This is an optimization exercise on Yosys and OpenROAD, whose aim is small area, a short achievable clock period and few clock cycles per item, not a production implementation. Where RTL was checked, it was by simulation tests only, not by an equivalence proof against the original. The clock port is modelled as an ideal driver, which makes a skipped or thinned clock tree look cheaper than it is; a real chip needs a root buffer or a tree. Power is estimated from default activity; no workload was simulated.

== the reference run ==
## subordinate
module subordinate #(
    localparam DATA_WIDTH = 32,
    localparam ADDRESS_WIDTH = 4
) (
    input  axi_aclk_in,
    input  axi_aresetn_in,
    input  [ADDRESS_WIDTH-1:0] axi_awaddr_in,
    input  [2:0] axi_awprot_in,
    input  axi_awvalid_in,
    input  [DATA_WIDTH-1:0] axi_wdata_in,
    input  [ADDRESS_WIDTH-1:0] axi_wstrb_in,
    input  axi_wvalid_in,
    input  axi_bready_in,
    input  [ADDRESS_WIDTH-1:0] axi_araddr_in,
    input  [2:0] axi_arprot_in,
    input  axi_arvalid_in,
    input  axi_rready_in,
    output axi_awready_out,
    output axi_wready_out,
    output [1:0] axi_bresp_out,
    output axi_bvalid_out,
    output axi_arready_out,
    output [DATA_WIDTH-1:0] axi_rdata_out,
    output [1:0] axi_rresp_out,
    output axi_rvalid_out
);
==> module subordinate, before the edit <==
module subordinate #(
    localparam DATA_WIDTH = 32,
    localparam ADDRESS_WIDTH = 4
) (
    input  axi_aclk_in,
    input  axi_aresetn_in,
    input  [ADDRESS_WIDTH-1:0] axi_awaddr_in,
    input  [2:0] axi_awprot_in,
    input  axi_awvalid_in,
    input  [DATA_WIDTH-1:0] axi_wdata_in,
    input  [ADDRESS_WIDTH-1:0] axi_wstrb_in,
    input  axi_wvalid_in,
    input  axi_bready_in,
    input  [ADDRESS_WIDTH-1:0] axi_araddr_in,
    input  [2:0] axi_arprot_in,
    input  axi_arvalid_in,
    input  axi_rready_in,
    output axi_awready_out,
    output axi_wready_out,
    output [1:0] axi_bresp_out,
    output axi_bvalid_out,
    output axi_arready_out,
    output [DATA_WIDTH-1:0] axi_rdata_out,
    output [1:0] axi_rresp_out,
    output axi_rvalid_out
);
    reg [4*DATA_WIDTH-1:0] regs;
    wire write = axi_awvalid_in && axi_wvalid_in;
    assign axi_awready_out = axi_wvalid_in;
    assign axi_wready_out  = axi_awvalid_in;
    wire [DATA_WIDTH-1:0] wd = axi_wdata_in & {DATA_WIDTH{axi_aresetn_in}};
    integer n, k;
    always @(posedge axi_aclk_in)
        for (n = 0; n < 4; n = n + 1)
            for (k = 0; k < DATA_WIDTH/8; k = k + 1)
                if (!axi_aresetn_in || (write && axi_awaddr_in[3:2] == n && axi_wstrb_in[k]))
                    regs[n*DATA_WIDTH+k*8+:8] <= wd[k*8+:8];
    reg       bvalid;
    reg [2:0] bq;
    wire      bslot  = !bvalid || axi_bready_in;
    wire [2:0] bq_inc = bq + 3'd1;
    wire [2:0] bq_dec = (bq == 3'd0) ? 3'd0 : bq - 3'd1;
    always @(posedge axi_aclk_in)
        if (!axi_aresetn_in) begin
            bvalid <= 1'b0;
            bq     <= 3'd0;
        end else begin
            if (bslot)
                bvalid <= write || (bq != 3'd0);
            case ({bslot, write})
            2'b00: bq <= bq;
            2'b01: bq <= bq_inc;
            2'b10: bq <= bq_dec;
            2'b11: bq <= bq;
            endcase
        end
    assign axi_bvalid_out = bvalid;
    assign axi_bresp_out  = 2'b00;
    reg                  rvalid;
    reg [DATA_WIDTH-1:0] rdata;
    wire rslot = !rvalid || axi_rready_in;
    assign axi_arready_out = rslot;
    always @(posedge axi_aclk_in)
        if (!axi_aresetn_in)
            rvalid <= 1'b0;
        else if (rslot)
            rvalid <= axi_arvalid_in;
    always @(posedge axi_aclk_in)
        if (rslot)
            rdata <= regs[axi_araddr_in[3:2]*DATA_WIDTH+:DATA_WIDTH];
    assign axi_rvalid_out = rvalid;
    assign axi_rdata_out  = rdata;
    assign axi_rresp_out  = 2'b00;
endmodule
Settings: LEC_CHECK=0, CAP_MARGIN=20, CORE_MARGIN=2, CORE_UTILIZATION=40, SETUP_SLACK_MARGIN=1.1, SLEW_MARGIN=20; clock period 2.5 ns.
standard.sh (not shown) runs the stock make flow with config.mk's settings and CLKGATE_MAP_FILE= SYNTH_SCRIPT=/design/flow/synth_recipe.tcl, a recipe that flattens the netlist after the stock synthesis.
==> flow/flow/run.sh <==
#!/bin/bash
# Standard ORFS layout with two changes: plain buffers (instead of the
# default delay cells) on the ports, and a two-level clock tree built by
# flow/cts.tcl in place of TritonCTS: the clock port drives 2 sky130_fd_sc_hd__clkbuf_16,
# which drive 12 sky130_fd_sc_hd__clkbuf_8 leaf buffers, each driving one cluster of registers.
# ORFS logs stay under orfs/logs; make's output goes to flow_make.log.
set -euo pipefail
export BUFFER_PORTS_ARGS="-buffer_cell sky130_fd_sc_hd__buf_1"
export PRE_CTS_TCL="$(pwd)/flow/cts.tcl"
export MY_CTS_N1=2
export MY_CTS_CELL1=sky130_fd_sc_hd__clkbuf_16
export MY_CTS_N2=12
export MY_CTS_CELL2=sky130_fd_sc_hd__clkbuf_8

bash standard.sh > flow_make.log 2>&1
Other scripts of this flow, unchanged in this note and not shown: flow/flow/cts.tcl
Looking at the reports, the reference run completed the entire flow and the layout it produced met the timing, DRC and antenna checks.
Input changes introduced in the trial run (baseline for comparison: the reference run):
--- a/flow/design.v
+++ b/flow/design.v
@@ -34,28 +34,22 @@
         for (n = 0; n < 4; n = n + 1)
             for (k = 0; k < DATA_WIDTH/8; k = k + 1)
                 if (!axi_aresetn_in || (write && axi_awaddr_in[3:2] == n && axi_wstrb_in[k]))
                     regs[n*DATA_WIDTH+k*8+:8] <= wd[k*8+:8];
     reg       bvalid;
     reg [2:0] bq;
-    wire      bslot  = !bvalid || axi_bready_in;
-    wire [2:0] bq_inc = bq + 3'd1;
-    wire [2:0] bq_dec = (bq == 3'd0) ? 3'd0 : bq - 3'd1;
+    wire      bslot = !bvalid || axi_bready_in;
     always @(posedge axi_aclk_in)
         if (!axi_aresetn_in) begin
             bvalid <= 1'b0;
             bq     <= 3'd0;
+        end else if (bslot) begin
+            bvalid <= write || (bq != 3'd0);
+            bq     <= (bq != 3'd0) ? bq - 3'd1 + {2'b00, write} : 3'd0;
         end else begin
-            if (bslot)
-                bvalid <= write || (bq != 3'd0);
-            case ({bslot, write})
-            2'b00: bq <= bq;
-            2'b01: bq <= bq_inc;
-            2'b10: bq <= bq_dec;
-            2'b11: bq <= bq;
-            endcase
+            bq     <= bq + {2'b00, write};
         end
     assign axi_bvalid_out = bvalid;
     assign axi_bresp_out  = 2'b00;
     reg                  rvalid;
     reg [DATA_WIDTH-1:0] rdata;
     wire rslot = !rvalid || axi_rready_in;
### Flow results
Sort the trial run and the reference run by internal power component, descending, and the trial run comes first. On worst setup slack, the higher figure sits with the trial run, not the reference run. As far as share of the core filled with cells is concerned, the reference run and the trial run perform about the same. The reference run has a lower logic gate share of total power than the trial run. Looking at number of non-clock inverters across the trial run and the reference run, the one that comes out lower is the trial run. Between the trial run and the reference run, the met2 routing resource usage after global routing is higher for the trial run. Routed wire length sits higher in the trial run than in the reference run. The reference run -> the trial run: maximum resistive drop on vdd increased by more than 10%. Between the trial run and the reference run, the post-synthesis compound-gate area fraction figures differ only marginally.
Testbench counts of the trial run, summed over its fixed seeds: cycles 1,288, items 2,560.
No functional check of the RTL was part of the reference run. No run of this note takes its clock network from TritonCTS; it comes from the design's own scripts or RTL.

port drivers added, routing unchanged:
Ports are ideal in the flow. The routed layouts listed here were re-timed in OpenROAD.
Step 1 assumes that a clkbuf_16 drives the clock port and a buf_2 every other input.
Step 2 moves the port delays by t, midway between the first and last clock arrival at a register: inputs arrive t later, outputs are due t later. That takes back most of the time a late clock gives input paths.
Three values: no drivers, after step 1, after step 2; two values: the first two.
run | t (ns) | setup slack, ns | worst setup path after step 2 | clock arrival spread, ns
the reference run | 0.353 | 1.060 / 1.062 / 0.733 | input to register | 0.072 / 0.072
the trial run | 0.368 | 1.089 / 1.031 / 0.780 | input to register | 0.038 / 0.038
After both steps setup and hold are still met in every run listed. For the reference run, which loses most, drivers alone change the setup slack by +0.002 ns; drivers and shift together by -0.327 ns.
